Background: an optimization exercise with open tools, aiming at small area, a short achievable clock period and few clock cycles per item. Do not read the settings as production practice.
Function was checked by simulation only, so behaviour that the tests miss may differ from the original.
Power is estimated from default activity; no workload was simulated.

$ cat flow/config.mk
export PLATFORM = sky130hd
export DESIGN_NAME = axis_matvec_mul
export DESIGN_NICKNAME = axis_matvec_mul
export VERILOG_FILES = /design/flow/design.v
export SDC_FILE = /design/flow/constraint.sdc
export NUM_CORES = 4
export LEC_CHECK = 0
export CAP_MARGIN = 20
export CORE_MARGIN = 2
export CORE_UTILIZATION = 40
export SETUP_SLACK_MARGIN = 3
export SLEW_MARGIN = 20
export SYNTH_HIERARCHICAL = 1
export SYNTH_MINIMUM_KEEP_SIZE = 0
$ cat flow/constraint.sdc
create_clock -name core_clock -period 8.0 [get_ports {clk}]
set_input_delay 1.6000 -clock core_clock [delete_from_list [all_inputs] [get_ports {clk}]]
set_output_delay 1.6000 -clock core_clock [all_outputs]
set_load 0.01 [all_outputs]
$ cat flow/design.v
module fa (input logic a, b, c, output logic s, co);
    assign {co, s} = a + b + c;
endmodule
module matvec_row (
    input  logic [23:0] k,
    input  logic [31:0] x,
    output logic [15:0] q
);
    logic s97;
    logic c97;
    logic s98;
    logic c98;
    logic s99;
    logic c99;
    logic s102;
    logic c102;
    logic s103;
    logic c103;
    logic s104;
    logic c104;
    logic s105;
    logic c105;
    logic s106;
    logic c106;
    logic s107;
    logic c107;
    logic s108;
    logic c108;
    logic s109;
    logic c109;
    logic s110;
    logic c110;
    logic s112;
    logic c112;
    logic s113;
    logic c113;
    logic s114;
    logic c114;
    logic s115;
    logic c115;
    logic s116;
    logic c116;
    logic s117;
    logic c117;
    logic s118;
    logic c118;
    logic s119;
    logic c119;
    logic s120;
    logic c120;
    logic s121;
    logic c121;
    logic s122;
    logic c122;
    logic s123;
    logic c123;
    logic s124;
    logic c124;
    logic s125;
    logic c125;
    logic s126;
    logic c126;
    logic s127;
    logic c127;
    logic s129;
    logic c129;
    logic s130;
    logic c130;
    logic s131;
    logic c131;
    logic s132;
    logic c132;
    logic s133;
    logic c133;
    logic s134;
    logic c134;
    logic s135;
    logic c135;
    logic s136;
    logic c136;
    logic s137;
    logic c137;
    logic s138;
    logic c138;
    logic s139;
    logic c139;
    logic s140;
    logic c140;
    logic s141;
    logic c141;
    logic s142;
    logic c142;
    logic s143;
    logic c143;
    logic s144;
    logic c144;
    logic s145;
    logic c145;
    logic s146;
    logic c146;
    logic s147;
    logic c147;
    logic s150;
    logic c150;
    logic s151;
    logic c151;
    logic s152;
    logic c152;
    logic s153;
    logic c153;
    logic s154;
    logic c154;
    logic s155;
    logic c155;
    logic s156;
    logic c156;
    logic s157;
    logic c157;
    logic s158;
    logic c158;
    logic s159;
    logic c159;
    logic s160;
    logic c160;
    logic s161;
    logic c161;
    logic s162;
    logic c162;
    logic s163;
    logic c163;
    logic s164;
    logic c164;
    logic s165;
    logic c165;
    logic s166;
    logic c166;
    logic s168;
    logic c168;
    logic s169;
    logic c169;
    logic s170;
    logic c170;
    logic s171;
    logic c171;
    logic s172;
    logic c172;
    logic s173;
    logic c173;
    logic s174;
    logic c174;
    logic s175;
    logic c175;
    logic s176;
    logic c176;
    logic s177;
    logic c177;
    logic s178;
    logic c178;
    logic s182;
    logic c182;
    logic s183;
    logic c183;
    logic s184;
    logic c184;
    logic s185;
    logic c185;
    logic s189;
    logic c189;
    logic l0n;
    logic l1n;
    logic l2n;
    logic l3p;
    logic l4n;
    logic l5n;
    logic l6n;
    logic l7p;
    logic l8n;
    logic l9n;
    logic l10n;
    logic l11p;
    logic l12n;
    logic l13n;
    logic l14n;
    logic l15p;
    logic l16n;
    logic l17n;
    logic l18n;
    logic l19p;
    logic l20n;
    logic l21n;
    logic l22n;
    logic l23p;
    logic l24n;
    logic l25n;
    logic l26n;
    logic l27p;
    logic l28n;
    logic l29n;
    logic l30n;
    logic l31p;
    logic l32n;
    logic l33n;
    logic l34p;
    logic l35p;
    logic l36n;
    logic l37n;
    logic l38n;
    logic l39p;
    logic l40n;
    logic l41n;
    logic l42n;
    logic l43p;
    logic l44n;
    logic l45n;
    logic l46n;
    logic l47p;
    logic l48n;
    logic l49n;
    logic l50n;
    logic l51p;
    logic l52n;
    logic l53n;
    logic l54n;
    logic l55p;
    logic l56n;
    logic l57n;
    logic l58n;
    logic l59p;
    logic l60n;
    logic l61p;
    logic l62p;
    logic l63p;
    logic l64p;
    logic l65p;
    logic l66p;
    logic l67n;
    logic l68p;
    logic l69p;
    logic l70p;
    logic l71n;
    logic l72p;
    logic l73p;
    logic l74p;
    logic l75n;
    logic l76p;
    logic l77p;
    logic l78p;
    logic l79n;
    logic l80p;
    logic l81p;
    logic l82p;
    logic l83n;
    logic l84p;
    logic l85p;
    logic l86p;
    logic l87n;
    logic l88p;
    logic l89p;
    logic l90p;
    logic l91p;
    logic l92p;
    logic l93p;
    logic l94p;
    logic l95p;
    assign l95p = (k[23] & x[31]);
    assign l94p = ~(k[23] & x[30]);
    assign l93p = ~(k[23] & x[29]);
    assign l92p = ~(k[23] & x[28]);
    assign l91p = (k[20] & x[27]);
    assign l90p = ~(k[20] & x[26]);
    assign l89p = ~(k[20] & x[25]);
    assign l88p = ~(k[20] & x[24]);
    assign l87n = ~(k[17] & x[23]);
    assign l86p = ~(k[17] & x[22]);
    assign l85p = ~(k[17] & x[21]);
    assign l84p = ~(k[17] & x[20]);
    assign l83n = ~(k[14] & x[19]);
    assign l82p = ~(k[14] & x[18]);
    assign l81p = ~(k[14] & x[17]);
    assign l80p = ~(k[14] & x[16]);
    assign l79n = ~(k[11] & x[15]);
    assign l78p = ~(k[11] & x[14]);
    assign l77p = ~(k[11] & x[13]);
    assign l76p = ~(k[11] & x[12]);
    assign l75n = ~(k[8] & x[11]);
    assign l74p = ~(k[8] & x[10]);
    assign l73p = ~(k[8] & x[9]);
    assign l72p = ~(k[8] & x[8]);
    assign l71n = ~(k[5] & x[7]);
    assign l70p = ~(k[5] & x[6]);
    assign l69p = ~(k[5] & x[5]);
    assign l68p = ~(k[5] & x[4]);
    assign l67n = ~(k[2] & x[3]);
    assign l66p = ~(k[2] & x[2]);
    assign l65p = ~(k[2] & x[1]);
    assign l64p = ~(k[2] & x[0]);
    assign l63p = ~(k[22] & x[31]);
    assign l62p = (k[22] & x[30]);
    assign l61p = (k[22] & x[29]);
    assign l60n = ~(k[22] & x[28]);
    assign l59p = ~(k[19] & x[27]);
    assign l58n = ~(k[19] & x[26]);
    assign l57n = ~(k[19] & x[25]);
    assign l56n = ~(k[19] & x[24]);
    assign l55p = ~(k[16] & x[23]);
    assign l54n = ~(k[16] & x[22]);
    assign l53n = ~(k[16] & x[21]);
    assign l52n = ~(k[16] & x[20]);
    assign l51p = ~(k[13] & x[19]);
    assign l50n = ~(k[13] & x[18]);
    assign l49n = ~(k[13] & x[17]);
    assign l48n = ~(k[13] & x[16]);
    assign l47p = ~(k[10] & x[15]);
    assign l46n = ~(k[10] & x[14]);
    assign l45n = ~(k[10] & x[13]);
    assign l44n = ~(k[10] & x[12]);
    assign l43p = ~(k[7] & x[11]);
    assign l42n = ~(k[7] & x[10]);
    assign l41n = ~(k[7] & x[9]);
    assign l40n = ~(k[7] & x[8]);
    assign l39p = ~(k[4] & x[7]);
    assign l38n = ~(k[4] & x[6]);
    assign l37n = ~(k[4] & x[5]);
    assign l36n = ~(k[4] & x[4]);
    assign l35p = ~(k[1] & x[3]);
    assign l34p = (k[1] & x[2]);
    assign l33n = ~(k[1] & x[1]);
    assign l32n = ~(k[1] & x[0]);
    assign l31p = ~(k[21] & x[31]);
    assign l30n = ~(k[21] & x[30]);
    assign l29n = ~(k[21] & x[29]);
    assign l28n = ~(k[21] & x[28]);
    assign l27p = ~(k[18] & x[27]);
    assign l26n = ~(k[18] & x[26]);
    assign l25n = ~(k[18] & x[25]);
    assign l24n = ~(k[18] & x[24]);
    assign l23p = ~(k[15] & x[23]);
    assign l22n = ~(k[15] & x[22]);
    assign l21n = ~(k[15] & x[21]);
    assign l20n = ~(k[15] & x[20]);
    assign l19p = ~(k[12] & x[19]);
    assign l18n = ~(k[12] & x[18]);
    assign l17n = ~(k[12] & x[17]);
    assign l16n = ~(k[12] & x[16]);
    assign l15p = ~(k[9] & x[15]);
    assign l14n = ~(k[9] & x[14]);
    assign l13n = ~(k[9] & x[13]);
    assign l12n = ~(k[9] & x[12]);
    assign l11p = ~(k[6] & x[11]);
    assign l10n = ~(k[6] & x[10]);
    assign l9n = ~(k[6] & x[9]);
    assign l8n = ~(k[6] & x[8]);
    assign l7p = ~(k[3] & x[7]);
    assign l6n = ~(k[3] & x[6]);
    assign l5n = ~(k[3] & x[5]);
    assign l4n = ~(k[3] & x[4]);
    assign l3p = ~(k[0] & x[3]);
    assign l2n = ~(k[0] & x[2]);
    assign l1n = ~(k[0] & x[1]);
    assign l0n = ~(k[0] & x[0]);
    fa u_fa97 (.a(l0n), .b(l4n), .c(l8n), .s(s97), .co(c97));
    fa u_fa98 (.a(l12n), .b(l16n), .c(l20n), .s(s98), .co(c98));
    fa u_fa99 (.a(l24n), .b(l28n), .c(s97), .s(s99), .co(c99));
    fa u_fa102 (.a(l1n), .b(l5n), .c(l9n), .s(s102), .co(c102));
    fa u_fa103 (.a(l13n), .b(l17n), .c(l21n), .s(s103), .co(c103));
    fa u_fa104 (.a(l25n), .b(l29n), .c(l32n), .s(s104), .co(c104));
    fa u_fa105 (.a(l36n), .b(l40n), .c(l44n), .s(s105), .co(c105));
    fa u_fa106 (.a(l48n), .b(l52n), .c(l56n), .s(s106), .co(c106));
    fa u_fa107 (.a(l60n), .b(c97), .c(c98), .s(s107), .co(c107));
    fa u_fa108 (.a(s102), .b(s103), .c(s104), .s(s108), .co(c108));
    fa u_fa109 (.a(s105), .b(s106), .c(c99), .s(s109), .co(c109));
    fa u_fa110 (.a(s107), .b(s108), .c(s109), .s(s110), .co(c110));
    fa u_fa112 (.a(l2n), .b(l6n), .c(l10n), .s(s112), .co(c112));
    fa u_fa113 (.a(l14n), .b(l18n), .c(l22n), .s(s113), .co(c113));
    fa u_fa114 (.a(l26n), .b(l30n), .c(l33n), .s(s114), .co(c114));
    fa u_fa115 (.a(l37n), .b(l41n), .c(l45n), .s(s115), .co(c115));
    fa u_fa116 (.a(l49n), .b(l53n), .c(l57n), .s(s116), .co(c116));
    fa u_fa117 (.a(l61p), .b(l64p), .c(l68p), .s(s117), .co(c117));
    fa u_fa118 (.a(l72p), .b(l76p), .c(l80p), .s(s118), .co(c118));
    fa u_fa119 (.a(l84p), .b(l88p), .c(l92p), .s(s119), .co(c119));
    fa u_fa120 (.a(c102), .b(c103), .c(c104), .s(s120), .co(c120));
    fa u_fa121 (.a(c105), .b(c106), .c(s112), .s(s121), .co(c121));
    fa u_fa122 (.a(s113), .b(s114), .c(s115), .s(s122), .co(c122));
    fa u_fa123 (.a(~s116), .b(s117), .c(s118), .s(s123), .co(c123));
    fa u_fa124 (.a(s119), .b(~c107), .c(~c108), .s(s124), .co(c124));
    fa u_fa125 (.a(s120), .b(s121), .c(s122), .s(s125), .co(c125));
    fa u_fa126 (.a(s123), .b(~c109), .c(s124), .s(s126), .co(c126));
    fa u_fa127 (.a(~s125), .b(~c110), .c(s126), .s(s127), .co(c127));
    fa u_fa129 (.a(l3p), .b(l7p), .c(l11p), .s(s129), .co(c129));
    fa u_fa130 (.a(l15p), .b(l19p), .c(l23p), .s(s130), .co(c130));
    fa u_fa131 (.a(l27p), .b(l31p), .c(l34p), .s(s131), .co(c131));
    fa u_fa132 (.a(l38n), .b(l42n), .c(l46n), .s(s132), .co(c132));
    fa u_fa133 (.a(l50n), .b(l54n), .c(l58n), .s(s133), .co(c133));
    fa u_fa134 (.a(l62p), .b(l65p), .c(l69p), .s(s134), .co(c134));
    fa u_fa135 (.a(l73p), .b(l77p), .c(l81p), .s(s135), .co(c135));
    fa u_fa136 (.a(l85p), .b(l89p), .c(l93p), .s(s136), .co(c136));
    fa u_fa137 (.a(c112), .b(c113), .c(c114), .s(s137), .co(c137));
    fa u_fa138 (.a(~c115), .b(~c116), .c(c117), .s(s138), .co(c138));
    fa u_fa139 (.a(c118), .b(c119), .c(s129), .s(s139), .co(c139));
    fa u_fa140 (.a(s130), .b(s131), .c(~s132), .s(s140), .co(c140));
    fa u_fa141 (.a(~s133), .b(s134), .c(s135), .s(s141), .co(c141));
    fa u_fa142 (.a(s136), .b(~c120), .c(~c121), .s(s142), .co(c142));
    fa u_fa143 (.a(~c122), .b(c123), .c(~s137), .s(s143), .co(c143));
    fa u_fa144 (.a(s138), .b(s139), .c(s140), .s(s144), .co(c144));
    fa u_fa145 (.a(s141), .b(c124), .c(~c125), .s(s145), .co(c145));
    fa u_fa146 (.a(s142), .b(s143), .c(s144), .s(s146), .co(c146));
    fa u_fa147 (.a(c126), .b(s145), .c(s146), .s(s147), .co(c147));
    fa u_fa150 (.a(l35p), .b(l39p), .c(l43p), .s(s150), .co(c150));
    fa u_fa151 (.a(l47p), .b(l51p), .c(l55p), .s(s151), .co(c151));
    fa u_fa152 (.a(l59p), .b(l63p), .c(l66p), .s(s152), .co(c152));
    fa u_fa153 (.a(l70p), .b(l74p), .c(l78p), .s(s153), .co(c153));
    fa u_fa154 (.a(l82p), .b(l86p), .c(l90p), .s(s154), .co(c154));
    fa u_fa155 (.a(l94p), .b(c129), .c(c130), .s(s155), .co(c155));
    fa u_fa156 (.a(c131), .b(~c132), .c(~c133), .s(s156), .co(c156));
    fa u_fa157 (.a(c134), .b(c135), .c(c136), .s(s157), .co(c157));
    fa u_fa158 (.a(s150), .b(s151), .c(s152), .s(s158), .co(c158));
    fa u_fa159 (.a(s153), .b(s154), .c(~c137), .s(s159), .co(c159));
    fa u_fa160 (.a(c138), .b(c139), .c(c140), .s(s160), .co(c160));
    fa u_fa161 (.a(c141), .b(s155), .c(s156), .s(s161), .co(c161));
    fa u_fa162 (.a(s157), .b(s158), .c(c142), .s(s162), .co(c162));
    fa u_fa163 (.a(c143), .b(s159), .c(c144), .s(s163), .co(c163));
    fa u_fa164 (.a(s160), .b(s161), .c(c145), .s(s164), .co(c164));
    fa u_fa165 (.a(s162), .b(c146), .c(s163), .s(s165), .co(c165));
    fa u_fa166 (.a(s164), .b(c147), .c(s165), .s(s166), .co(c166));
    fa u_fa168 (.a(l67n), .b(l71n), .c(l75n), .s(s168), .co(c168));
    fa u_fa169 (.a(l79n), .b(l83n), .c(l87n), .s(s169), .co(c169));
    fa u_fa170 (.a(l91p), .b(l95p), .c(c150), .s(s170), .co(c170));
    fa u_fa171 (.a(c151), .b(c152), .c(c153), .s(s171), .co(c171));
    fa u_fa172 (.a(c154), .b(~s168), .c(~s169), .s(s172), .co(c172));
    fa u_fa173 (.a(c155), .b(c156), .c(c157), .s(s173), .co(c173));
    fa u_fa174 (.a(c158), .b(s170), .c(s171), .s(s174), .co(c174));
    fa u_fa175 (.a(s172), .b(c159), .c(c160), .s(s175), .co(c175));
    fa u_fa176 (.a(c161), .b(s173), .c(s174), .s(s176), .co(c176));
    fa u_fa177 (.a(c162), .b(c163), .c(s175), .s(s177), .co(c177));
    fa u_fa178 (.a(s176), .b(c164), .c(s177), .s(s178), .co(c178));
    fa u_fa182 (.a(~c168), .b(~c169), .c(c170), .s(s182), .co(c182));
    fa u_fa183 (.a(c171), .b(c172), .c(c173), .s(s183), .co(c183));
    fa u_fa184 (.a(c174), .b(s182), .c(c175), .s(s184), .co(c184));
    fa u_fa185 (.a(s183), .b(c176), .c(c177), .s(s185), .co(c185));
    fa u_fa189 (.a(c182), .b(c183), .c(c184), .s(s189), .co(c189));
    assign q = {c189, s189, c185, s185, c178, s184, c166, s178, c165, s166, s147, c127, s127, s110, s99, s98};
endmodule
module matvec_row_sum (
    input  logic [15:0] q,
    output logic [9:0]  y
);
    logic s193;
    logic c193;
    logic s194;
    logic c194;
    logic s195;
    logic c195;
    logic s196;
    logic c196;
    fa u_fa193 (.a(q[7]), .b(q[8]), .c(q[9]), .s(s193), .co(c193));
    fa u_fa194 (.a(q[10]), .b(q[11]), .c(q[12]), .s(s194), .co(c194));
    assign s195 = ~(c193 ^ s194);
    assign c195 = c193 | s194;
    fa u_fa196 (.a(q[13]), .b(q[14]), .c(c194), .s(s196), .co(c196));
    logic [9:0] ya, yb;
    assign ya = {1'b1, q[15], c195, s195, 1'b1, q[6], q[4], q[3], ~q[2], ~q[0]};
    assign yb = {1'b0, c196, s196, 1'b0, s193, 1'b0, q[5], 1'b0, 1'b0, ~q[1]};
    assign y = ya + yb;
endmodule
module matvec_mul #(
    parameter R=8, C=8, W_X=4, W_K=3,
    localparam NQ = 16
  )(
    input  logic [R*C*W_K-1:0] k,
    input  logic [C*W_X-1:0]   x,
    output logic [R*NQ-1:0]    q
  );
  genvar r;
  for (r = 0; r < R; r = r + 1) begin : g_row
    matvec_row u_row (.k(k[r*C*W_K +: C*W_K]), .x(x), .q(q[r*NQ +: NQ]));
  end
endmodule
module matvec_sum #(
    parameter R=8, C=8, W_X=4, W_K=3,
    localparam W_Y = W_X + W_K + $clog2(C),
    localparam NQ = 16
  )(
    input  logic [R*NQ-1:0]    q,
    output logic [R*W_Y-1:0]   y
  );
  genvar r;
  for (r = 0; r < R; r = r + 1) begin : g_row
    matvec_row_sum u_row (.q(q[r*NQ +: NQ]), .y(y[r*W_Y +: W_Y]));
  end
endmodule
module axis_matvec_mul #(
    parameter R=8, C=8, W_X=4, W_K=3,
    localparam W_Y = W_X + W_K + $clog2(C),
    localparam NQ = 16
)(
    input  logic clk, rstn,
    output logic s_axis_kx_tready,
    input  logic s_axis_kx_tvalid,
    input  logic [R*C*W_K + C*W_X -1:0] s_axis_kx_tdata,
    input  logic m_axis_y_tready,
    output logic m_axis_y_tvalid,
    output logic [R*W_Y-1:0] m_axis_y_tdata
);
    logic [R*NQ-1:0] q_d, q;
    matvec_mul #(
        .R(R), .C(C), .W_X(W_X), .W_K(W_K)
    ) MATVEC (
        .k(s_axis_kx_tdata[R*C*W_K-1:0]),
        .x(s_axis_kx_tdata[R*C*W_K +: C*W_X]),
        .q(q_d)
    );
    assign s_axis_kx_tready = !m_axis_y_tvalid || m_axis_y_tready;
    always_ff @(posedge clk or negedge rstn) begin
        if (!rstn)
            m_axis_y_tvalid <= 1'b0;
        else if (s_axis_kx_tready)
            m_axis_y_tvalid <= s_axis_kx_tvalid;
    end
    always_ff @(posedge clk) begin
        if (s_axis_kx_tready)
            q <= q_d;
    end
    matvec_sum #(
        .R(R), .C(C), .W_X(W_X), .W_K(W_K)
    ) SUM (
        .q(q),
        .y(m_axis_y_tdata)
    );
endmodule
$ cat flow/flow/run.sh
#!/bin/bash
# The standard layout, with each port's buffer a sky130_fd_sc_hd__buf_1
# (the standard flow picks a larger delay buffer), and timing repair limited
# to resizing and pin swaps.  Each step's full output is in orfs/logs;
# make's own output is in make.log.
set -euo pipefail
export BUFFER_PORTS_ARGS="-buffer_cell sky130_fd_sc_hd__buf_1"
export SETUP_MOVE_SEQUENCE="unbuffer,sizeup,swap"
export SKIP_GATE_CLONING=1
bash standard.sh finish > make.log 2>&1
$ cat flow/standard.sh
#!/bin/bash
# synth_recipe.tcl (not shown) runs the flow's synth.tcl, then flattens the netlist and writes it again
# the make line also repeats each setting of config.mk as NAME=value (left out here)
make -C /OpenROAD-flow-scripts/flow DESIGN_CONFIG=/design/flow/config.mk WORK_HOME=/design/flow/orfs CLKGATE_MAP_FILE= SYNTH_SCRIPT=/design/flow/synth_recipe.tcl "${@:-finish}"
==> impl.org, run 1 <==
** Synth
- Mean instance size in the synthesized netlist :: 11.1 um2
- The synthesized netlist contains 21 unique library cells.
- Synthesized flop and latch total :: 129
- Synth area leaders :: fa_1 (56%), edfxtp_1 (16%), nand2_1 (12%)
- Synth Area in Simple Gates :: 14.2%
- Netlist area before placement :: 23,800 um2
- Compound-Gate Fraction of Synth Area :: 1.39%
- After Yosys synthesis, XOR and XNOR cells account for 2.06% of the synthesized area.
- Mux share of post-synthesis cell area :: 0%
- Syn_nets :: 3,087
- In the synthesized netlist, the number of instances is 2,147.
- Of the post-synthesis cell area, the dominant cell type holds 55.9%.
- Share of synthesized area occupied by flip-flops and latches :: 16.3%
- Summing the areas of all fa, ha and maj instances in the mapped netlist gives 58.4% of the synthesized area.
- The synthesized design spends more area on one cell type than any other, namely fa_1.
- By area, the combinational part of the netlist is dominated by adder cells.
- Yosys warning total :: 7

** Detailed routing
- The first detailed-routing pass took 6 iterations.
- The first routing iteration left 1,540 violations.
- Routed vias/inst :: 5.41
- Total via count after detailed routing :: 17.1k
- Residual antenna-violating net count after detailed routing :: 0
- Detailed-route wire length per cell :: 25.1 um
- After detailed routing, the number of remaining DRC violations is 0.
- After detailed routing, the total wire length is 79.3 mm.

** Clock tree
- After clock tree synthesis, the flow added hold-fix buffers numbering 0.
- Master cell of the clock root buffer :: clkbuf_16
- Post-CTS Setup Bufs :: 0
- The clock net in this run drives a total of 129 sinks.
- Clk slew on worst S/H paths :: 0.06 ns
- Maximum root-to-sink buffer count :: 2
- Clock tree from TritonCTS :: done
- The H-tree was split into 4 levels.
- Post-CTS repair changed the size of 33 cells.
- Clock tree synthesis inserted a total of 17 buffers.
- Clock latency on the worst-skew pair, taken at its later pin, is 0.51 ns.

** Setup path
- Critical Path Max Stage Delay :: 0.57 ns
- The slowest stage of the critical path is the fa_1 cell.
- The number of buffers and inverters on the critical path is 2.
- Worst path required time :: 8.24 ns
- Crit path top cell by count :: fa_1
- In this design, the largest share of critical-path delay is due to adder cells.
- Worst endpoint data arrival time :: 5.20 ns
- Critical setup path kind :: input port to flip-flop
- Along the worst path, the maximum fanout reaches 24.
- STA classifies the critical path startpoint as an input port.
- The critical path goes through buf_4 > nand2_1 > fa_1 > inv_1 > fa_1 > fa_1 > fa_1 > fa_1 > fa_1.
- STA classifies the critical path endpoint as a flip-flop.

** Die
- Floorplan Core Area :: 58,900 um2
- Overall die height :: 248 um
- The initial utilization of the core area, before any placement, comes to 40.4%.
- Placement row count :: 89
- Num ports :: 310
- DIE WIDTH :: 248 um
- Die area :: 61,500 um2

** Layout
- # fillers :: 5,609
- Area growth from synthesis to final layout :: 8.59%
- In the layout the commonest cells are nand2_1 (736), fa_1 (664), buf_1 (277).
- Share of layout cells above drive strength 1 :: 4.51%
- Most frequent standard cell in the layout excluding fill and tap cells :: nand2_1
- Final nets :: 3,300

** Timing
- Timing would allow up to 0.202 GHz.
- After layout, the worst setup slack is 3.04 ns.
- Setup violations remaining at the end of the flow were counted as 0.
- Hold Slack :: 0.851 ns
- Measured against its own limit, the worst slew margin works out to 46.8%.
- For the final routed database, the setup TNS stands at 0 ns.
- Portion of the clock cycle consumed by the worst path in the final layout :: 62.0%
- Final-report max-slew violation count :: 0
- Time the worst path needs with I/O delays and setup :: 4.96 ns
- At the pin with the least slew margin, the transition time is 0.798 ns.
- Setup repair after global routing left no endpoint under its margin.
- Setup clock skew after layout :: 0.0106 ns
- The number of hold violations in the final report came to 0.

** Worst hold path
- In this run the worst hold path is classified as input port to asynchronous set/reset pin.

** GRT
- Entering global routing, the biggest net connects 53 pins.
- In the global route stage, overall resource usage came out at 27.2%.
- The first global-routing pass estimated 119 mm of wire.
- Initial antenna violation count :: 23
- Via count of the first global-routing pass :: 19.4k
- Total global routing overflow :: 0

** Power and ir drop
- Dividing total power by cell area gives a power density of 356 nW/um2.
- The analysis attributes to cell leakage a power of 10.4 nW.
- The worst-case IR drop observed on VDD is 717 uV.

** Place
- Routability-driven placement finished with a final weighted congestion of 0.912.
- IO buf count :: 309
- OpenSTA, run right after detailed placement, puts the worst setup slack at 2.17 ns.
- Once detailed placement completed, the half-perimeter wirelength came to 60.6 mm.

** Run
- The tool flagged a number of max-cap violations equal to 0.

** Status
- The flow ran to the end and the layout has no timing, DRC or antenna violations.
worst register-to-register path, stage by stage, from the launching register on:
cell      delay (ns)
dfrtp_1         0.40
nand2b_4        0.36
buf_4           0.62
buf_4           0.75
routing by layer:
layer / up-vias / GRT usage, % / wire length, um / part of all wire, %
met4: 14 / 11.9 / 3300 / 4.2
met1: 8836 / 33.9 / 28300 / 36
met2: 1205 / 43.1 / 37400 / 47
met3: 249 / 9.12 / 10200 / 13
met5: - / 0 / 92 / 0.12
li1: 6814 / - / - / -
worst paths after layout:
check / start / to / slack, ns / cells after the start
min: rstn / m_axis_y_tvalid / 0.85 / 1
max: s_axis_kx_tdata[198] / q[6] / 3.04 / 9
max in group asynchronous: rstn / m_axis_y_tvalid / 7.05 / 1
min in group core_clock: m_axis_y_tvalid / q[3] / 0.93 / 1
max reg2reg: m_axis_y_tvalid / q[43] / 5.42 / 3
min reg2reg: m_axis_y_tvalid / q[3] / 0.93 / 1
report_power, final:
part	switching (mW)	leakage [nW]	internal, mW
combinational	3.89	8.86	2.84
sequential	0.184	1.30	1.45
clock	0.347	0.283	0.487
synth_stat cells:
library cell / number
and3_2: 8
inv_1: 232
nor2b_1: 8
and2_1: 40
fa_1: 664
nand2b_2: 1
ha_1: 48
xor2_1: 24
edfxtp_1: 128
buf_4: 128
o21ai_2: 16
a21oi_2: 8
nand2b_4: 1
a21oi_1: 16
nor2_1: 32
nand2_1: 736
dfrtp_1: 1
and4b_1: 8
o21ai_0: 8
nand3_1: 8
xnor2_1: 32
layout make-up:
cell class | instances | area (um2) | share of cell area [%]
diodes | 18 | 45.0 | 0.174
clock buffers | 19 | 433 | 1.68
clock inverters | 13 | 161 | 0.625
inverters | 232 | 871 | 3.37
multi-input cells | 1658 | 18100 | 70.0
flip-flops and latches | 129 | 3870 | 15.0
well taps | 773 | 967 | 3.74
repair buffers | 322 | 1400 | 5.41
modules after synthesis (local to each module, per instance), a selection:
module           flops+latches  cell area [um2]  cells
fa                           0             20.0      1
axis_matvec_mul            129             3890    131
matvec_row_sum               0              251     35
matvec_row                   0              576    134
sequential cells by signal, indices dropped and copies added (netlist names):
| name | cells |
|---|---|
| q | 128 |
| m_axis_y_tvalid | 1 |
cells by family after synthesis:
group                    after synthesis
AND/OR/NAND/NOR                      842
flip-flops                           129
adder cells (fa/ha/maj)              712
XOR/XNOR                              56
buffers and inverters                360
AO/OA/AOI/OAI                         48
stage by stage:
step           std cells  instance area, um2  util [%]  power, mW
2_1_floorplan       2147               23800         -       7.86
3_3_place_gp        3114               25100      42.6       8.25
3_5_place_dp        3114               25100      42.6       8.49
4_1_cts             3146               25800      43.8       9.37
5_1_grt             3153               25800      43.8       10.3
6_report            3164               25800      43.9       9.20
Testbench counts, summed over its fixed seeds: cycles 520, items 512.
==> run 2, diff against run 1 <==
==> flow/flow/run.sh (replaced) <==
#!/bin/bash
# The standard layout, with these changes:
# - each port's buffer is a sky130_fd_sc_hd__buf_1 (the standard flow picks a
#   larger delay buffer);
# - timing repair is limited to resizing and pin swaps;
# - after the standard synthesis, the largest buffers are kept out of the
#   resizer's reach, and clock tree synthesis uses sky130_fd_sc_hd__clkbuf_8.
# Each step's full output is in orfs/logs; make's own output is in synth.log
# and make.log.
set -euo pipefail
export BUFFER_PORTS_ARGS="-buffer_cell sky130_fd_sc_hd__buf_1"
export SETUP_MOVE_SEQUENCE="unbuffer,sizeup,swap"
export SKIP_GATE_CLONING=1
bash standard.sh synth > synth.log 2>&1
export DONT_USE_CELLS="sky130_fd_sc_hd__clkbuf_16 sky130_fd_sc_hd__buf_12 sky130_fd_sc_hd__buf_16 sky130_fd_sc_hd__bufinv_16"
export CTS_BUF_LIST="sky130_fd_sc_hd__clkbuf_8"
bash standard.sh finish > make.log 2>&1
==> run 2 against run 1 <==
Via count shrank 0.29%. Utilization fell by 0.39 points. First-iteration DRC count rose by 2.2%. Worst hold slack worse by 0.078 ns. Worst setup slack got worse by 0.059 ns. Die area is the same. Global-route usage is 0.11 points lower. Register-to-register slack about the same. Sequential power about the same. Critical path type unchanged. Largest cell class unchanged.
==> impl.org, run 2 <==
** Detailed routing
- The number of DRC markers in iteration 0 came to 1,574 (+2.2%).
- Detailed Route WL :: 79.0 mm (-0.42%)
- Routed vias/inst :: 5.40 (-0.13%)
- Residual antenna-violating net count after detailed routing :: 0 (unchanged)
- Total via count after detailed routing :: 17.1k (-0.29%)
- First-pass iteration count of the detailed router :: 6 (unchanged)
- The remaining routing DRC violations is 0 (unchanged).
- Detailed-route wire length per cell :: 25.0 um (-0.26%)

** Synth
- Number of synthesized flops with an enable pin :: 128 (unchanged)
- Share of synthesized area occupied by flip-flops and latches :: 16.3% (unchanged)
- The synthesized netlist cell count came to 2,147 (unchanged).
- The average size of a mapped cell is 11.1 um2 (unchanged).
- Synth cell count leaders :: nand2_1 (736), fa_1 (664), inv_1 (232)
- The number of synthesized register bits came to 129 (unchanged).
- Top-count cell post-synth :: nand2_1
- Synth area leaders :: fa_1 (56%), edfxtp_1 (16%), nand2_1 (12%)
- Share of the synthesized area in the top cell type :: 55.9% (unchanged)
- Ys async rst share :: 0.775% (unchanged)
- Yosys warning total :: 7 (unchanged)
- Primary flip-flop cell chosen by synthesis mapping :: edfxtp_1
- Area leader, netlist :: fa_1
- Count of distinct cell types in the synthesized netlist :: 21 (unchanged)
- Netlist area before placement :: 23,800 um2 (unchanged)
- Syn_nets :: 3,087 (unchanged)

** Die
- The height of the chip was 248 um (unchanged).
- The core footprint was 58,900 um2 (unchanged).
- The placement row count came to 89 (unchanged).
- The I/O pin total came to 310 (unchanged).
- The die outline width was 248 um (unchanged).
- Die area :: 61,500 um2 (unchanged)
- Initial Utilization :: 40.4% (unchanged)

** Place
- IO buf count :: 309 (unchanged)
- Placed Instances :: 3,114 (unchanged)
- Sum of net half-perimeters after detailed placement :: 60.6 mm (unchanged)
- RePlAce Congestion :: 0.912 (unchanged)

** Setup path
- CP Max Fanout :: 17 (-29%)
- The worst setup path is captured at a flip-flop.
- Reg2Reg Launch Point :: m_axis_y_tvalid
- The reg-to-reg setup timing slack is 5.43 ns (about the same).
- STA classifies the critical path startpoint as an input port.
- The endpoint identified for the worst register-to-register timing path is q[43].
- Worst endpoint data arrival time :: 5.34 ns (+0.14 ns)
- The required time reported for the critical path endpoint is 8.32 ns (+0.08 ns).
- The worst reg-to-reg path cell count came to 3 (unchanged).
- The critical path in this run is classified as input port to flip-flop.

** Clock tree
- Worst-Skew Late Latency :: 0.59 ns (+0.08 ns)
- The clock-pin slew on the worst setup and hold paths is 0.08 ns (+0.02 ns).
- Maximum level of the CTS H-tree :: 4 (unchanged)
- The number of CTS-inserted buffers is 17 (unchanged).
- The maximum clock path buffer count came to 2 (unchanged).
- The tree is rooted in a clkbuf_8.
- TritonCTS built the clock tree.
- Total number of clock tree sinks :: 129 (unchanged)

** Layout
- The register area is 3870 um2 (unchanged).
- Number of flip-flops under the largest register name :: 128 (unchanged)
- The count of nets after finishing is 3,300 (unchanged).
- Top flop regs :: q x128, m_axis_y_tvalid x1
- Final standard cell utilization of the core :: 43.5% (-0.39 points)
- Post-route insts no fill :: 3,159 (-0.16%)
- Commonest cells after routing, fill and taps aside :: nand2_1 (736), fa_1 (664), buf_1 (277)
- Share of layout cells above drive strength 1 :: 4.51% (unchanged)
- More flip-flops sit in one register than any other, and that register is q.
- Leaving out fill and tap cells, the most frequent cell in the layout is nand2_1.
- Compared with the post-synthesis result, the final layout area differs by 7.62%.
- # fillers :: 5,639 (+0.53%)
- The area occupied by multi-input gates is 18,100 um2 (unchanged).

** GRT
- Total global routing overflow :: 0 (unchanged)
- Pin count of the biggest net entering global routing :: 53 (unchanged)
- The initial antenna violation count came to 23 (unchanged).
- The wire length of the first global-routing pass is 118 mm (-0.30%).
- The total global routing track utilization came to 27.1% (-0.11 points).
- The number of global-route vias before repair is 19.4k (-0.010%).

** Power and ir drop
- Leak Pwr :: 10.3 nW (-0.86%)
- The power per standard cell area came to 351 nW/um2 (-1.5%).
- The total chip power was 8.98 mW (-2.4%).
- The worst supply voltage drop on vdd was 717 uV (about the same).

** Timing
- The number of setup violations in the final report is 0 (unchanged).
- The final number of max-transition violations was 0 (unchanged).
- Number of endpoints with negative hold slack in the final report :: 0 (unchanged)
- Setup repair after global routing could not meet its margin everywhere.
- The highest clock frequency the design can meet came to 0.199 GHz (-1.2%).
- The setup total negative slack is 0 ns (unchanged).
- The tightest hold margin is 0.774 ns (-0.0776 ns).
- Portion of the clock cycle consumed by the worst path in the final layout :: 62.7% (+0.73 points)
- The slew at the pin closest to its max-slew limit was 0.834 ns (+0.0353 ns).
- The remaining max-slew budget at the tightest pin was 44.4% (-2.4 points).
- The worst clock skew on the final layout was 0.0161 ns (+0.00554 ns).
- The post-layout minimum cycle time came to 5.02 ns (+0.0587 ns).

** Run
- Max cap viols :: 0 (unchanged)

** Worst hold path
- Class of the worst hold path :: input port to asynchronous set/reset pin

** Status
- The flow ran to the end and the layout has no timing, DRC or antenna violations.
## run 2: cell counts after synthesis
No cell type changed its count.
## run 2: cells by family (layout without fill, tap and decap cells)
| group | Yosys count | in the layout | synth area share (%) |
|---|---|---|---|
| simple gates | 842 | 842 | 14.2 |
| fa+ha+maj | 712 | 712 | 58.4 |
| buf+inv | 360 | 586 | 7.70 |
| flops | 129 | 129 | 16.3 |
| xor+xnor | 56 | 56 | 2.06 |
| compound gates | 48 | 48 | 1.39 |
| other cells | 0 | 13 | 0 |
## run 2: cell type report
cell class / count / area share, %
multi-input combinational: 1658 / 70.7
sequential: 129 / 15.1
timing repair buffer: 322 / 5.36
tap: 773 / 3.78
inverter: 232 / 3.40
clock buffer: 17 / 0.913
clock inverter: 15 / 0.659
antenna: 13 / 0.127
## run 2: what timing repair did
item / in CTS / in global routing
setup endpoints to repair: 40 / 25
setup buffers: 0 / 0
hold buffers: 0 / 0
resized for setup: 28 / 6
## run 2: per-stage QoR
step | cell area, um2 | setup WS (ns)
finish | 25600 | 2.98
global route | 25600 | 2.98
CTS | 25600 | 3.02
detailed placement | 25100 | 2.17
floorplan | 23800 | 3.12
global placement | 25100 | 2.25
## run 2: per-module statistics from Yosys (local to each module, per instance), a selection
module           copies in the design  cell area [um2]  cells inside
matvec_row                          8              576           134
fa                                664             20.0             1
matvec_row_sum                      8              251            35
axis_matvec_mul                     1             3890           131
## run 2: power breakdown
part / switching [mW] / internal, mW / leakage, nW
combinational: 3.89 / 2.83 / 8.85
clock: 0.319 / 0.305 / 0.204
sequential: 0.185 / 1.45 / 1.30
## run 2: critical path, cell delays in order
cell and delay (ns):
clkbuf_4 0.41, buf_4 0.31, nand2_1 0.11, fa_1 0.49, fa_1 0.60, fa_1 0.44, fa_1 0.40, fa_1 0.54
fa_1 0.42
## run 2: layer usage
metal  vias to the layer above  wire [um]  GRT usage, %
met3                       265       9800          8.83
li1                       6804          -             -
met4                        24       3550          12.6
met1                      8793      28500          33.9
met5                         -        148             0
met2                      1183      37000          42.7
## run 2: worst max path at each step
stage	depth (start not counted)	from	to
after floorplan	8	s_axis_kx_tdata[221]	q[102]
after global placement	9	s_axis_kx_tdata[211]	q[86]
after detailed placement	9	s_axis_kx_tdata[209]	q[54]
after CTS	8	s_axis_kx_tdata[203]	q[54]
after global routing	9	s_axis_kx_tdata[222]	q[54]
final	9	s_axis_kx_tdata[215]	q[54]
==> run 3, diff against run 2 <==
--- a/flow/config.mk
+++ b/flow/config.mk
@@ -8,6 +8,8 @@
 export CAP_MARGIN = 20
 export CORE_MARGIN = 2
 export CORE_UTILIZATION = 40
+export CTS_CLUSTER_DIAMETER = 100
+export CTS_CLUSTER_SIZE = 32
 export SETUP_SLACK_MARGIN = 3
 export SLEW_MARGIN = 20
 export SYNTH_HIERARCHICAL = 1
==> run 3 against run 2 <==
Routed wire length stayed put. Clock power barely moved. Register-to-register slack about the same. Critical endpoint unchanged. Worst setup slack stayed put. Clock-buffer cell count unchanged. Final cell count did not move. Sequential cell count stayed put. Still clean. Worst hold slack unchanged. Die area unchanged. Global-route usage stayed put. Clock skew did not move.
==> impl.org, run 3 <==
** Status
- The flow ran to the end and the layout has no timing, DRC or antenna violations.

** GRT
- The global route total overflow was 0 (unchanged).
- First-pass GRT wire length :: 118 mm (unchanged)
- The largest net degree at the start of global routing is 53 (unchanged).
- The total global routing track utilization was 27.1% (unchanged).
- Via count of the first global-routing pass :: 19.4k (unchanged)
- The initial antenna violation count is 23 (unchanged).

** Detailed routing
- Initial drt markers :: 1,574 (unchanged)
- The remaining routing DRC violations came to 0 (unchanged).
- Detailed-route wire length per cell :: 25.0 um (unchanged)
- Total via count after detailed routing :: 17.1k (unchanged)
- Routed vias/inst :: 5.40 (unchanged)
- The final wirelength came to 79.0 mm (unchanged).
- First-pass iteration count of the detailed router :: 6 (unchanged)
- The number of nets with antenna violations after detailed routing came to 0 (unchanged).

** Run
- The count of maximum capacitance violations is 0 (unchanged).

** Synth
- Synth area leaders :: fa_1 (56%), edfxtp_1 (16%), nand2_1 (12%)
- Ys async rst share :: 0.775% (unchanged)
- The share of the yosys chip area belonging to registers came to 16.3% (unchanged).
- The commonest cells after synthesis are nand2_1 (736), fa_1 (664), inv_1 (232).
- The post-synth design cell area came to 23,800 um2 (unchanged).
- In the synthesized netlist the dominant register cell turns out to be edfxtp_1.
- fa_1 takes more of the synthesized area than any other cell.
- The fraction of synthesized cell area taken by the top area cell type is 55.9% (unchanged).
- Number of synthesized flops with an enable pin :: 128 (unchanged)
- The unique cell type count in the Yosys netlist is 21 (unchanged).
- Gate count after technology mapping :: 2,147 (unchanged)
- Top-count cell post-synth :: nand2_1
- Mean instance size in the synthesized netlist :: 11.1 um2 (unchanged)
- Syn_nets :: 3,087 (unchanged)
- Synthesized flop and latch total :: 129 (unchanged)
- Yosys warning total :: 7 (unchanged)

** Die
- The die outline width was 248 um (unchanged).
- Overall die height :: 248 um (unchanged)
- The core footprint is 58,900 um2 (unchanged).
- Num ports :: 310 (unchanged)
- The area of the die was 61,500 um2 (unchanged).
- The initial core utilization was 40.4% (unchanged).
- Placement row count :: 89 (unchanged)

** Power and ir drop
- Leak Pwr :: 10.3 nW (unchanged)
- Ratio of total power to cell area :: 351 nW/um2 (unchanged)
- The worst supply voltage drop on vdd was 717 uV (unchanged).

** Place
- The final HPWL from detailed placement came to 60.6 mm (unchanged).
- Total placed instance area :: 25,100 um2 (unchanged)
- Placed Instances :: 3,114 (unchanged)
- The number of port buffers is 309 (unchanged).
- RePlAce Congestion :: 0.912 (unchanged)

** Worst hold path
- The tightest min-delay check is of the input port to asynchronous set/reset pin type.

** Timing
- Time the worst path needs with I/O delays and setup :: 5.02 ns (unchanged)
- Setup repair after global routing could not meet its margin everywhere.
- Number of endpoints with negative hold slack in the final report :: 0 (unchanged)
- Fin Setup TNS :: 0 ns (unchanged)
- F_max :: 0.199 GHz (unchanged)
- The final number of max-transition violations is 0 (unchanged).
- The slew at the pin closest to its max-slew limit was 0.834 ns (unchanged).
- Setup clock skew after layout :: 0.0161 ns (unchanged)
- The remaining max-slew budget at the tightest pin is 44.4% (unchanged).
- Hold Slack :: 0.774 ns (unchanged)
- Final setup violating endpoints :: 0 (unchanged)
- The portion of the clock cycle consumed by the worst path in the final layout came to 62.7% (unchanged).

** Setup path
- Worst endpoint data arrival time :: 5.34 ns (about the same)
- Critical setup path kind :: input port to flip-flop
- CP Max Fanout :: 17 (unchanged)
- Worst path required time :: 8.32 ns (about the same)
- Critical path startpoint category :: input port
- The worst reg-to-reg path cell count is 3 (unchanged).
- The worst setup path is captured at a flip-flop.

** Layout
- Area growth from synthesis to final layout :: 7.62% (unchanged)
- The number of flip-flops under the largest register name was 128 (unchanged).
- Most frequent standard cell in the layout excluding fill and tap cells :: nand2_1
- The top cell types in the final layout, fill and taps aside, are nand2_1 (736), fa_1 (664), buf_1 (277).
- The filler-free cell count of the finished design came to 3,159 (unchanged).
- The count of nets after finishing is 3,300 (unchanged).
- The share of post-route cells with drive strength above 1 came to 4.51% (unchanged).
- More flip-flops sit in one register than any other, and that register is q.
- Post-route standard cell area excluding fillers :: 25,600 um2 (unchanged)
- Top flop regs :: q x128, m_axis_y_tvalid x1

** Clock tree
- Maximum root-to-sink buffer count :: 2 (unchanged)
- Clk slew on worst S/H paths :: 0.08 ns (about the same)
- The maximum level of the CTS H-tree is 4 (unchanged).
- The tree is rooted in a clkbuf_8.
- Inserted Clock Buffers :: 17 (unchanged)
- Worst-Skew Late Latency :: 0.59 ns (about the same)
- Total number of clock tree sinks :: 129 (unchanged)
- The buffer count from post-CTS setup fixing is 0 (unchanged).
- The number of buffers inserted for hold repair after clock tree synthesis was 0 (unchanged).
- Clock tree from TritonCTS :: done
==> run 3: cell counts in the layout (fill, tap and decap cells not counted) <==
Identical to the previous run, type by type.
==> run 3: through the flow <==
stage | worst slack [ns] | power, mW | util (%)
6_report | 2.98 | 8.98 | 43.5
5_1_grt | 2.98 | 10.0 | 43.5
4_1_cts | 3.02 | 9.15 | 43.4
3_5_place_dp | 2.17 | 8.49 | 42.6
3_3_place_gp | 2.25 | 8.25 | 42.6
2_1_floorplan | 3.12 | 7.86 | -
==> run 3: per-module statistics from Yosys, one instance, submodules excluded, excerpt <==
module	cells inside	cell area, um2	copies in the design	flops+latches
axis_matvec_mul	131	3890	1	129
matvec_row	134	576	8	0
matvec_row_sum	35	251	8	0
fa	1	20.0	664	0
==> run 3: logic make-up after synthesis <==
logic type,after synthesis,synth area share [%]
fa+ha+maj,712,58.4
buf+inv,360,7.70
simple gates,842,14.2
xor+xnor,56,2.06
compound gates,48,1.39
flops,129,16.3
==> run 3: path summary, 6_finish.rpt <==
kind | startpoint | endpoint | slack, ns
max | s_axis_kx_tdata[215] | q[54] | 2.98
min in group core_clock | m_axis_y_tvalid | q[3] | 0.92
min reg2reg | m_axis_y_tvalid | q[3] | 0.92
min | rstn | m_axis_y_tvalid | 0.77
max in group asynchronous | rstn | m_axis_y_tvalid | 7.13
max reg2reg | m_axis_y_tvalid | q[43] | 5.43
==> run 3: worst max-delay path: stages <==
cell and delay, ns:
clkbuf_4 0.41, buf_4 0.31, nand2_1 0.11, fa_1 0.49, fa_1 0.60, fa_1 0.44, fa_1 0.40, fa_1 0.54
fa_1 0.42
==> run 3: what timing repair did <==
item | in CTS | in global routing
setup endpoints to repair | 40 | 25
pin swaps | 0 | 0
resized for setup | 28 | 6
==> run 3: final cells by class <==
cell class | instances | area, um2
Clock buffer | 17 | 234
Antenna cell | 13 | 32.5
Sequential cell | 129 | 3870
Timing Repair Buffer | 322 | 1370
Multi-Input combinational cell | 1658 | 18100
Tap cell | 773 | 967
Fill cell | 5639 | 33300
Clock inverter | 15 | 169
Inverter | 232 | 871
==> run 3: power by group <==
| part | leakage [nW] | internal, mW | switching [mW] | total (mW) |
|---|---|---|---|---|
| clock | 0.204 | 0.305 | 0.319 | 0.624 |
| sequential | 1.30 | 1.45 | 0.185 | 1.64 |
| combinational | 8.85 | 2.83 | 3.89 | 6.72 |
| total | 10.3 | 4.59 | 4.39 | 8.98 |
==> run 3: per-layer routing <==
layer	share of wire [%]	vias up	GRT usage [%]
li1	-	6804	-
met1	36	8793	33.9
met2	47	1183	42.7
met3	12	265	8.83
met4	4.5	24	12.6
met5	0.19	-	0
==> run 4, diff against run 3 <==
--- a/flow/config.mk
+++ b/flow/config.mk
@@ -8,8 +8,8 @@
 export CAP_MARGIN = 20
 export CORE_MARGIN = 2
 export CORE_UTILIZATION = 40
-export CTS_CLUSTER_DIAMETER = 100
-export CTS_CLUSTER_SIZE = 32
+export CTS_CLUSTER_DIAMETER = 200
+export CTS_CLUSTER_SIZE = 50
 export SETUP_SLACK_MARGIN = 3
 export SLEW_MARGIN = 20
 export SYNTH_HIERARCHICAL = 1
==> run 4 against run 3 <==
Fmax unchanged. Clock power about the same. Sequential power about the same. Largest cell class unchanged.
==> impl.org, run 4 <==
** Die
- Placement row count :: 89 (unchanged)
- The die outline width came to 248 um (unchanged).
- The initial core utilization was 40.4% (unchanged).
- Die area :: 61,500 um2 (unchanged)
- The I/O pin total is 310 (unchanged).
- The height of the chip was 248 um (unchanged).
- The core footprint was 58,900 um2 (unchanged).

** Synth
- Synth cell count leaders :: nand2_1 (736), fa_1 (664), inv_1 (232)
- Count of distinct cell types in the synthesized netlist :: 21 (unchanged)
- Synthesized flop and latch total :: 129 (unchanged)
- Mux share of post-synthesis cell area :: 0% (unchanged)
- Largest family of logic cells by synthesized area :: adder cells
- Synth area leaders :: fa_1 (56%), edfxtp_1 (16%), nand2_1 (12%)
- The share of the yosys chip area belonging to registers is 16.3% (unchanged).
- Area leader, netlist :: fa_1
- Netlist area before placement :: 23,800 um2 (unchanged)
- Yosys warning total :: 7 (unchanged)
- Synthesized-area fraction occupied by adder cells :: 58.4% (unchanged)
- Top-count cell post-synth :: nand2_1
- The XOR/XNOR share of the synthesized area came to 2.06% (unchanged).
- The post-synthesis share of cell area spent on and, or, nand and nor gates is 14.2% (unchanged).
- Gate count after technology mapping :: 2,147 (unchanged)
- The net count after synthesis is 3,087 (unchanged).
- Compound-Gate Fraction of Synth Area :: 1.39% (unchanged)
- In the synthesized netlist the dominant register cell turns out to be edfxtp_1.
- Ys async rst share :: 0.775% (unchanged)
- The number of synthesized flops with an enable pin is 128 (unchanged).
- Share of the synthesized area in the top cell type :: 55.9% (unchanged)
- Mean instance size in the synthesized netlist :: 11.1 um2 (unchanged)

** Clock tree
- Total number of clock tree sinks :: 129 (unchanged)
- The clock-pin slew on the worst setup and hold paths is 0.08 ns (about the same).
- Post-CTS Setup Bufs :: 0 (unchanged)
- TritonCTS built the clock tree.
- Master cell of the clock root buffer :: clkbuf_8
- Inserted Clock Buffers :: 17 (unchanged)
- The maximum level of the CTS H-tree is 4 (unchanged).
- Maximum root-to-sink buffer count :: 2 (unchanged)
- The clock insertion delay at the later pin of the skew report is 0.59 ns (about the same).

** Detailed routing
- First-pass iteration count of the detailed router :: 6 (unchanged)
- The via count is 17.1k (unchanged).
- Detailed-route wire length per cell :: 25.0 um (unchanged)
- Count of unresolved DRC violations after routing :: 0 (unchanged)
- The final wirelength came to 79.0 mm (unchanged).
- The number of nets with antenna violations after detailed routing is 0 (unchanged).
- The number of DRC markers in iteration 0 came to 1,574 (unchanged).
- The detail-routed via count per cell came to 5.40 (unchanged).

** Layout
- The share of post-route cells with drive strength above 1 came to 4.51% (unchanged).
- Leaving out fill and tap cells, the most frequent cell in the layout is nand2_1.
- In the layout the commonest cells are nand2_1 (736), fa_1 (664), buf_1 (277).
- Register with the most flip-flops :: q
- Top flop regs :: q x128, m_axis_y_tvalid x1
- Register cell area after layout :: 3870 um2 (unchanged)
- Number of flip-flops under the largest register name :: 128 (unchanged)
- Final nets :: 3,300 (unchanged)
- Area of the multi-input gates :: 18,100 um2 (unchanged)
- The number of fill cells in the layout was 5,639 (unchanged).
- Area growth from synthesis to final layout :: 7.62% (unchanged)

** Timing
- The post-layout minimum cycle time is 5.02 ns (unchanged).
- Setup repair after global routing could not meet its margin everywhere.
- F_max :: 0.199 GHz (unchanged)
- The tightest hold margin came to 0.774 ns (unchanged).
- The number of hold violations in the final report was 0 (unchanged).
- Setup clock skew after layout :: 0.0161 ns (unchanged)
- The setup total negative slack came to 0 ns (unchanged).
- The slew at the pin closest to its max-slew limit was 0.834 ns (unchanged).
- The number of setup violations in the final report is 0 (unchanged).
- The remaining max-slew budget at the tightest pin came to 44.4% (unchanged).
- Portion of the clock cycle consumed by the worst path in the final layout :: 62.7% (unchanged)
- The final number of max-transition violations is 0 (unchanged).

** Setup path
- Sum of buffers and inverters on the critical path :: 2 (unchanged)
- By instance count, the cell type seen most on the critical path is fa_1.
- Worst endpoint data arrival time :: 5.34 ns (about the same)
- Critical path startpoint category :: input port
- Cell class contributing the biggest share of worst-path delay :: adder cells
- Endpoint class of the critical path :: flip-flop
- Worst path required time :: 8.32 ns (about the same)
- Ordered list of cells on the worst path :: clkbuf_4 > buf_4 > nand2_1 > fa_1 > fa_1 > fa_1 > fa_1 > fa_1 > fa_1
- CP Max Fanout :: 17 (unchanged)
- The slowest stage of the critical path is the fa_1 cell.
- The worst setup path is of the input port to flip-flop kind.
- The reg-to-reg setup timing slack came to 5.43 ns (about the same).
- The largest incremental delay on the critical path came to 0.60 ns (about the same).

** Power and ir drop
- Ratio of total power to cell area :: 351 nW/um2 (unchanged)
- The leakage dissipation is 10.3 nW (unchanged).
- Peak supply drop :: 717 uV (unchanged)

** Place
- Sum of net half-perimeters after detailed placement :: 60.6 mm (unchanged)
- The number of port buffers is 309 (unchanged).
- RePlAce Congestion :: 0.912 (unchanged)

** Status
- Result of the run :: no timing/DRC/antenna violations

** Run
- The count of maximum capacitance violations was 0 (unchanged).

** GRT
- The number of global-route vias before repair was 19.4k (unchanged).
- Initial antenna violation count :: 23 (unchanged)
- The total global routing track utilization is 27.1% (unchanged).
- Pin count of the biggest net entering global routing :: 53 (unchanged)
- First-pass GRT wire length :: 118 mm (unchanged)
- Total global routing overflow :: 0 (unchanged)

** Worst hold path
- The worst hold path belongs to the class input port to asynchronous set/reset pin.
-- run 4: cell counts in the layout (fill, tap and decap cells not counted) --
No cell type changed its count.
-- run 4: what timing repair did --
action / CTS / global route
hold buffers: 0 / 0
setup endpoints to repair: 40 / 25
cloned: 0 / 0
gates resized for setup: 28 / 6
-- run 4: worst paths after layout --
| path | from | end | depth (start not counted) |
|---|---|---|---|
| worst max-delay path | s_axis_kx_tdata[215] | q[54] | 9 |
| worst min-delay path | rstn | m_axis_y_tvalid | 1 |
| worst max register to register | m_axis_y_tvalid | q[43] | 3 |
| worst min register to register | m_axis_y_tvalid | q[3] | 1 |
| max in group asynchronous | rstn | m_axis_y_tvalid | 1 |
| min in group core_clock | m_axis_y_tvalid | q[3] | 1 |
-- run 4: area by class of cell --
cell class                      instances  area share, %
Clock inverter                         15          0.659
Timing Repair Buffer                  322           5.36
Tap cell                              773           3.78
Inverter                              232           3.40
Antenna cell                           13          0.127
Multi-Input combinational cell       1658           70.7
Clock buffer                           17          0.913
Sequential cell                       129           15.1
-- run 4: per-stage QoR --
step | setup slack [ns] | instances | power [mW] | util (%) | cell area, um2
floorplan | 3.12 | 2147 | 7.86 | - | 23800
global placement | 2.25 | 3114 | 8.25 | 42.6 | 25100
detailed placement | 2.17 | 3114 | 8.49 | 42.6 | 25100
CTS | 3.02 | 3146 | 9.15 | 43.4 | 25600
global route | 2.98 | 3153 | 10.0 | 43.5 | 25600
finish | 2.98 | 3159 | 8.98 | 43.5 | 25600
-- run 4: layer usage --
layer / share of wire (%) / wire length (um) / up-vias / GRT usage (%)
met5: 0.19 / 148 / - / 0
met4: 4.5 / 3550 / 24 / 12.6
met3: 12 / 9800 / 265 / 8.83
met2: 47 / 37000 / 1183 / 42.7
met1: 36 / 28500 / 8793 / 33.9
li1: - / - / 6804 / -
-- run 4: logic make-up after synthesis --
family	after synthesis
DFF	129
buffers and inverters	360
xor gates and xnor gates	56
adders and majority gates	712
and+or+nand+nor	842
AOI/OAI and AO/OA	48
-- run 4: Yosys stat by module, one instance, submodules excluded, excerpt --
module	flops+latches	cells
matvec_row_sum	0	35
axis_matvec_mul	129	131
matvec_row	0	134
fa	0	1
-- run 4: power breakdown --
| part | internal [mW] | switching (mW) |
|---|---|---|
| clock network | 0.305 | 0.319 |
| logic | 2.83 | 3.89 |
| registers | 1.45 | 0.185 |
| total | 4.59 | 4.39 |
==> run 5, diff against run 4 <==
--- a/flow/flow/run.sh
+++ b/flow/flow/run.sh
@@ -1,7 +1,9 @@
 #!/bin/bash
 # The standard layout, with these changes:
 # - each port's buffer is a sky130_fd_sc_hd__buf_1 (the standard flow picks a
-#   larger delay buffer);
+#   larger delay buffer), except that after global placement the buffers of
+#   the X ports (s_axis_kx_tdata[223:192], 24 loads each) become
+#   $X_PORT_BUFFER (flow/post_gpl.tcl);
 # - timing repair is limited to resizing and pin swaps;
 # - after the standard synthesis, the largest buffers are kept out of the
 #   resizer's reach, and clock tree synthesis uses sky130_fd_sc_hd__clkbuf_8.
@@ -14,4 +16,6 @@
 bash standard.sh synth > synth.log 2>&1
 export DONT_USE_CELLS="sky130_fd_sc_hd__clkbuf_16 sky130_fd_sc_hd__buf_12 sky130_fd_sc_hd__buf_16 sky130_fd_sc_hd__bufinv_16"
 export CTS_BUF_LIST="sky130_fd_sc_hd__clkbuf_8"
+export POST_GLOBAL_PLACE_TCL="$PWD/flow/post_gpl.tcl"
+export X_PORT_BUFFER="${X_PORT_BUFFER:-sky130_fd_sc_hd__buf_8}"
 bash standard.sh finish > make.log 2>&1
==> flow/flow/post_gpl.tcl (new file) <==
set cell sky130_fd_sc_hd__buf_8
if { [info exists ::env(X_PORT_BUFFER)] } { set cell $::env(X_PORT_BUFFER) }
set block [ord::get_db_block]
set n 0
foreach bterm [$block getBTerms] {
  if { [regexp {^s_axis_kx_tdata\[(\d+)\]$} [$bterm getName] -> idx] && $idx >= 192 } {
    set net [$bterm getNet]
    foreach iterm [$net getITerms] {
      set inst [$iterm getInst]
      if { [string match "*buf*" [[$inst getMaster] getName]] } {
        replace_cell [$inst getName] $cell
        incr n
      }
    }
  }
}
puts "post_gpl: resized $n X port buffers to $cell"
--- a/flow/config.mk
+++ b/flow/config.mk
@@ -8,9 +8,7 @@
 export CAP_MARGIN = 20
 export CORE_MARGIN = 2
 export CORE_UTILIZATION = 40
-export CTS_CLUSTER_DIAMETER = 200
-export CTS_CLUSTER_SIZE = 50
-export SETUP_SLACK_MARGIN = 3
+export SETUP_SLACK_MARGIN = 3.6
 export SLEW_MARGIN = 20
 export SYNTH_HIERARCHICAL = 1
 export SYNTH_MINIMUM_KEEP_SIZE = 0
==> run 5 against run 4 <==
Combinational power increased by 12%. Worst hold slack hardly changed. Clock skew shrank 0.00090 ns. First-iteration DRC count is 16% lower. Worst setup slack improved by 0.38 ns. Critical path type unchanged. Register-to-register slack better by 0.69 ns. Sequential cell count unchanged. Global-route usage is 0.37 points higher. Final cell count is 0.22% higher. Power rose by 8.6%. Via count is 0.32% higher.
==> impl.org, run 5 <==
** Status
- The flow ran to the end and the layout has no timing, DRC or antenna violations.

** Synth
- The synthesized netlist cell count came to 2,147 (unchanged).
- Yosys warning total :: 7 (unchanged)
- Primary flip-flop cell chosen by synthesis mapping :: edfxtp_1
- The number of synthesized flops with an enable pin was 128 (unchanged).
- Synth Area in Simple Gates :: 14.2% (unchanged)
- Synthesized-area fraction occupied by adder cells :: 58.4% (unchanged)
- Area leader, netlist :: fa_1
- Synth area leaders :: fa_1 (56%), edfxtp_1 (16%), nand2_1 (12%)
- The post-synthesis mux area share is 0% (unchanged).
- Share of synthesized area occupied by flip-flops and latches :: 16.3% (unchanged)
- Syn_nets :: 3,087 (unchanged)
- The average size of a mapped cell is 11.1 um2 (unchanged).
- Yosys instantiated no cell more often than nand2_1.
- The post-synth design cell area came to 23,800 um2 (unchanged).
- Ys async rst share :: 0.775% (unchanged)
- Share of the synthesized area in the top cell type :: 55.9% (unchanged)
- The XOR/XNOR share of the synthesized area was 2.06% (unchanged).
- Synthesized flop and latch total :: 129 (unchanged)
- After synthesis, the most frequently instantiated cells are nand2_1 (736), fa_1 (664), inv_1 (232).
- By area, the combinational part of the netlist is dominated by adder cells.
- The unique cell type count in the Yosys netlist is 21 (unchanged).
- The synthesized-area fraction occupied by ao, oa, aoi and oai cells came to 1.39% (unchanged).

** Worst hold path
- Hold path cells :: 1
- For hold timing, the worst endpoint is q[52].
- The startpoint identified for the worst hold timing path is m_axis_y_tvalid.
- Class of the worst hold path :: flip-flop to flip-flop

** GRT
- The initial antenna violation count came to 28 (+22%).
- First-pass GRT wire length :: 119 mm (+0.78%)
- The global route total overflow is 0 (unchanged).
- The number of global-route vias before repair was 19.5k (+0.49%).
- Total Routing Usage GR :: 27.4% (+0.37 points)
- Pin count of the biggest net entering global routing :: 67 (+26%)

** Timing
- Setup clock skew after layout :: 0.0152 ns (-0.000899 ns)
- Fin Setup TNS :: 0 ns (unchanged)
- The number of hold violations in the final report came to 0 (unchanged).
- Setup repair after global routing could not meet its margin everywhere.
- The slew at the pin closest to its max-slew limit was 0.993 ns (+0.160 ns).
- The number of setup violations in the final report came to 0 (unchanged).
- The final number of max-transition violations came to 0 (unchanged).
- Worst Setup Slack, final :: 3.37 ns (+0.383 ns)
- The portion of the clock cycle consumed by the worst path in the final layout was 57.9% (-4.8 points).
- The remaining max-slew budget at the tightest pin was 33.8% (-11 points).
- The highest clock frequency the design can meet was 0.216 GHz (+8.3%).
- The post-layout minimum cycle time came to 4.63 ns (-0.383 ns).

** Setup path
- Capture instance of the worst register-to-register path :: q[17]
- The cell that appears most often on the critical path is fa_2.
- Critical setup path kind :: input port to flip-flop
- CP Max Fanout :: 14 (-3)
- Ordered list of cells on the worst path :: buf_16 > buf_16 > nand2_4 > fa_2 > fa_2 > fa_2 > fa_2 > fa_1 > fa_2
- For this design, the slowest cell found on the critical path is fa_2.
- Critical Path Max Stage Delay :: 0.61 ns (about the same)
- Critical path startpoint category :: input port
- The reg-to-reg setup timing slack was 6.12 ns (+0.69 ns).
- Endpoint class of the critical path :: flip-flop
- Worst path required time :: 8.30 ns (-0.02 ns)
- Reg2Reg Launch Point :: m_axis_y_tvalid
- Grouping stages by cell kind, the critical path spends the most delay in adder cells.
- The number of buffer and inverter stages on the critical path was 2 (unchanged).
- The arrival time reported for the critical path endpoint was 4.93 ns (-0.41 ns).
- The worst reg-to-reg path cell count is 2 (-1).

** Clock tree
- The clock-pin slew on the worst setup and hold paths was 0.08 ns (about the same).
- Inserted Clock Buffers :: 17 (unchanged)
- The clock sink count is 129 (unchanged).
- Maximum level of the CTS H-tree :: 4 (unchanged)
- Master cell of the clock root buffer :: clkbuf_8
- The clock insertion delay at the later pin of the skew report was 0.56 ns (-0.03 ns).
- Post-CTS Setup Bufs :: 0 (unchanged)
- TritonCTS built the clock tree.
- The maximum clock path buffer count came to 2 (unchanged).

** Layout
- From synthesis to final layout, the design area changed by 14.5%.
- Number of flip-flops under the largest register name :: 128 (unchanged)
- The filler-free cell count of the finished design was 3,166 (+0.22%).
- Leaving out fill and tap cells, the most frequent cell in the layout is nand2_1.
- Leaving out fill and tap cells, the most frequent cells in the layout are nand2_1 (689), fa_1 (538), inv_1 (229).
- Share of layout cells above drive strength 1 :: 16.3% (+12 points)
- Register with the most flip-flops :: q
- Top flop regs :: q x128, m_axis_y_tvalid x1
- The count of nets after finishing was 3,308 (+0.24%).
- Final standard cell utilization of the core :: 46.3% (+2.8 points)

** Detailed routing
- The detail-routed via count per cell is 5.41 (about the same).
- Initial drt markers :: 1,329 (-16%)
- The final routed wire length divided by cell count came to 25.5 um (+1.9%).
- The via count came to 17.1k (+0.32%).
- The total iterations of the first detailed-routing run came to 6 (unchanged).
- The number of nets with antenna violations after detailed routing was 0 (unchanged).
- Detailed Route WL :: 80.7 mm (+2.2%)
- The remaining routing DRC violations was 0 (unchanged).

** Power and ir drop
- Peak supply drop :: 523 uV (-27%)
- Leak Pwr :: 10.9 nW (+5.4%)
- The power per standard cell area was 358 nW/um2 (+2.0%).

** Place
- The final HPWL from detailed placement came to 62.2 mm (+2.7%).
- The instance count after placement with tap cells included was 3,122 (+0.26%).
- IO buf count :: 309 (unchanged)
- Place WS :: 2.58 ns (+0.407 ns)

** Die
- The placement row count came to 89 (unchanged).
- Initial Utilization :: 40.4% (unchanged)
- Num ports :: 310 (unchanged)
- Die area :: 61,500 um2 (unchanged)
- The core footprint came to 58,900 um2 (unchanged).
- The die outline width was 248 um (unchanged).
- The height of the chip is 248 um (unchanged).

** Run
- Max cap viols :: 0 (unchanged)
[run 5: area by class of cell]
type                    count  area (um2)
diodes                     12        30.0
clock buffers              17         234
clock inverters            15         143
fillers                  5410       31700
inverters                 232         871
multi-input cells        1658       18800
flip-flops and latches    129        3870
well taps                 773         967
repair buffers            330        2300
[run 5: report_power, final]
part	switching (mW)	internal, mW	total, mW
Clock	0.312	0.271	0.583
Combinational	4.14	3.39	7.53
Sequential	0.186	1.45	1.64
[run 5: repair_timing]
item | in CTS | in global routing
cloned | 0 | 0
hold buffers | 0 | 0
endpoints found under the setup margin | 82 | 51
pin swaps | 73 | 63
resized for setup | 232 | 111
[run 5: how the worst max path moves through the flow]
stage | start | end | slack [ns] | cells past startpoint
finish | s_axis_kx_tdata[207] | q[54] | 3.37 | 9
global route | q[10] | m_axis_y_tdata[8] | 3.36 | 8
CTS | q[28] | m_axis_y_tdata[18] | 3.40 | 8
detailed placement | s_axis_kx_tdata[207] | q[54] | 2.58 | 9
global placement | s_axis_kx_tdata[211] | q[54] | 2.31 | 9
floorplan | s_axis_kx_tdata[144] | q[102] | 3.21 | 9
[run 5: metal layers]
metal	wire (um)	up-vias	global-route usage (%)
li1	-	6829	-
met1	28500	8912	33.4
met2	39000	1106	44.4
met3	9860	242	9.60
met4	3120	34	11.7
met5	210	-	0
[run 5: stage by stage]
stage / total power [mW] / cell area (um2) / hold WS, ns
4_1_cts: 9.71 / 26900 / 0.744
3_3_place_gp: 8.32 / 25300 / 0.762
6_report: 9.75 / 27300 / 0.773
5_1_grt: 10.9 / 27200 / 0.764
2_1_floorplan: 8.06 / 24000 / 1.30
3_5_place_dp: 8.54 / 25600 / 0.770
[run 5: cells by family (layout without fill, tap and decap cells)]
family	after synthesis	in the layout
other	0	12
and+or+nand+nor	842	842
adders and majority gates	712	712
xor gates and xnor gates	56	56
buffers and inverters	360	594
AOI/OAI and AO/OA	48	48
DFF	129	129
[run 5: per-module statistics from Yosys, one instance, submodules excluded, a selection]
module	flip-flops and latches	cells inside	area, um2	copies in the design
axis_matvec_mul	129	131	3890	1
fa	0	1	20.0	664
matvec_row	0	134	576	8
matvec_row_sum	0	35	251	8
[run 5: worst reg2reg max path, stage by stage (launching register included)]
cell and delay, ns:
dfrtp_1 0.41, nand2b_4 0.22, buf_4 0.74

-- what the ideal ports hide --
How much do the figures lean on ideal ports? The routed layouts below were timed once more, with nothing changed but the port constraints.
Step 1 assumes that a clkbuf_16 drives the clock port and a buf_2 every other input.
Step 2 times the ports against the registers' clock, not the clock port: input delays grow and output delays shrink by t, the midpoint of the rising clock arrivals with the driver on.
Three values: no drivers, after step 1, after step 2; two values: the first two.
| run | t (ns) | setup WS [ns] | worst setup path after step 2 |
|---|---|---|---|
| run 1 | 0.561 | 3.042 / 3.076 / 2.515 | input to register |
| run 2 | 0.633 | 2.983 / 3.009 / 2.377 | input to register |
| run 3 | 0.633 | 2.983 / 3.009 / 2.377 | input to register |
| run 4 | 0.633 | 2.983 / 3.009 / 2.377 | input to register |
| run 5 | 0.609 | 3.367 / 3.324 / 2.716 | input to register |
After both steps setup and hold are still met in every run listed. The setup slack of run 5, which loses most, moves by -0.043 ns with the drivers and by -0.651 ns with both steps.
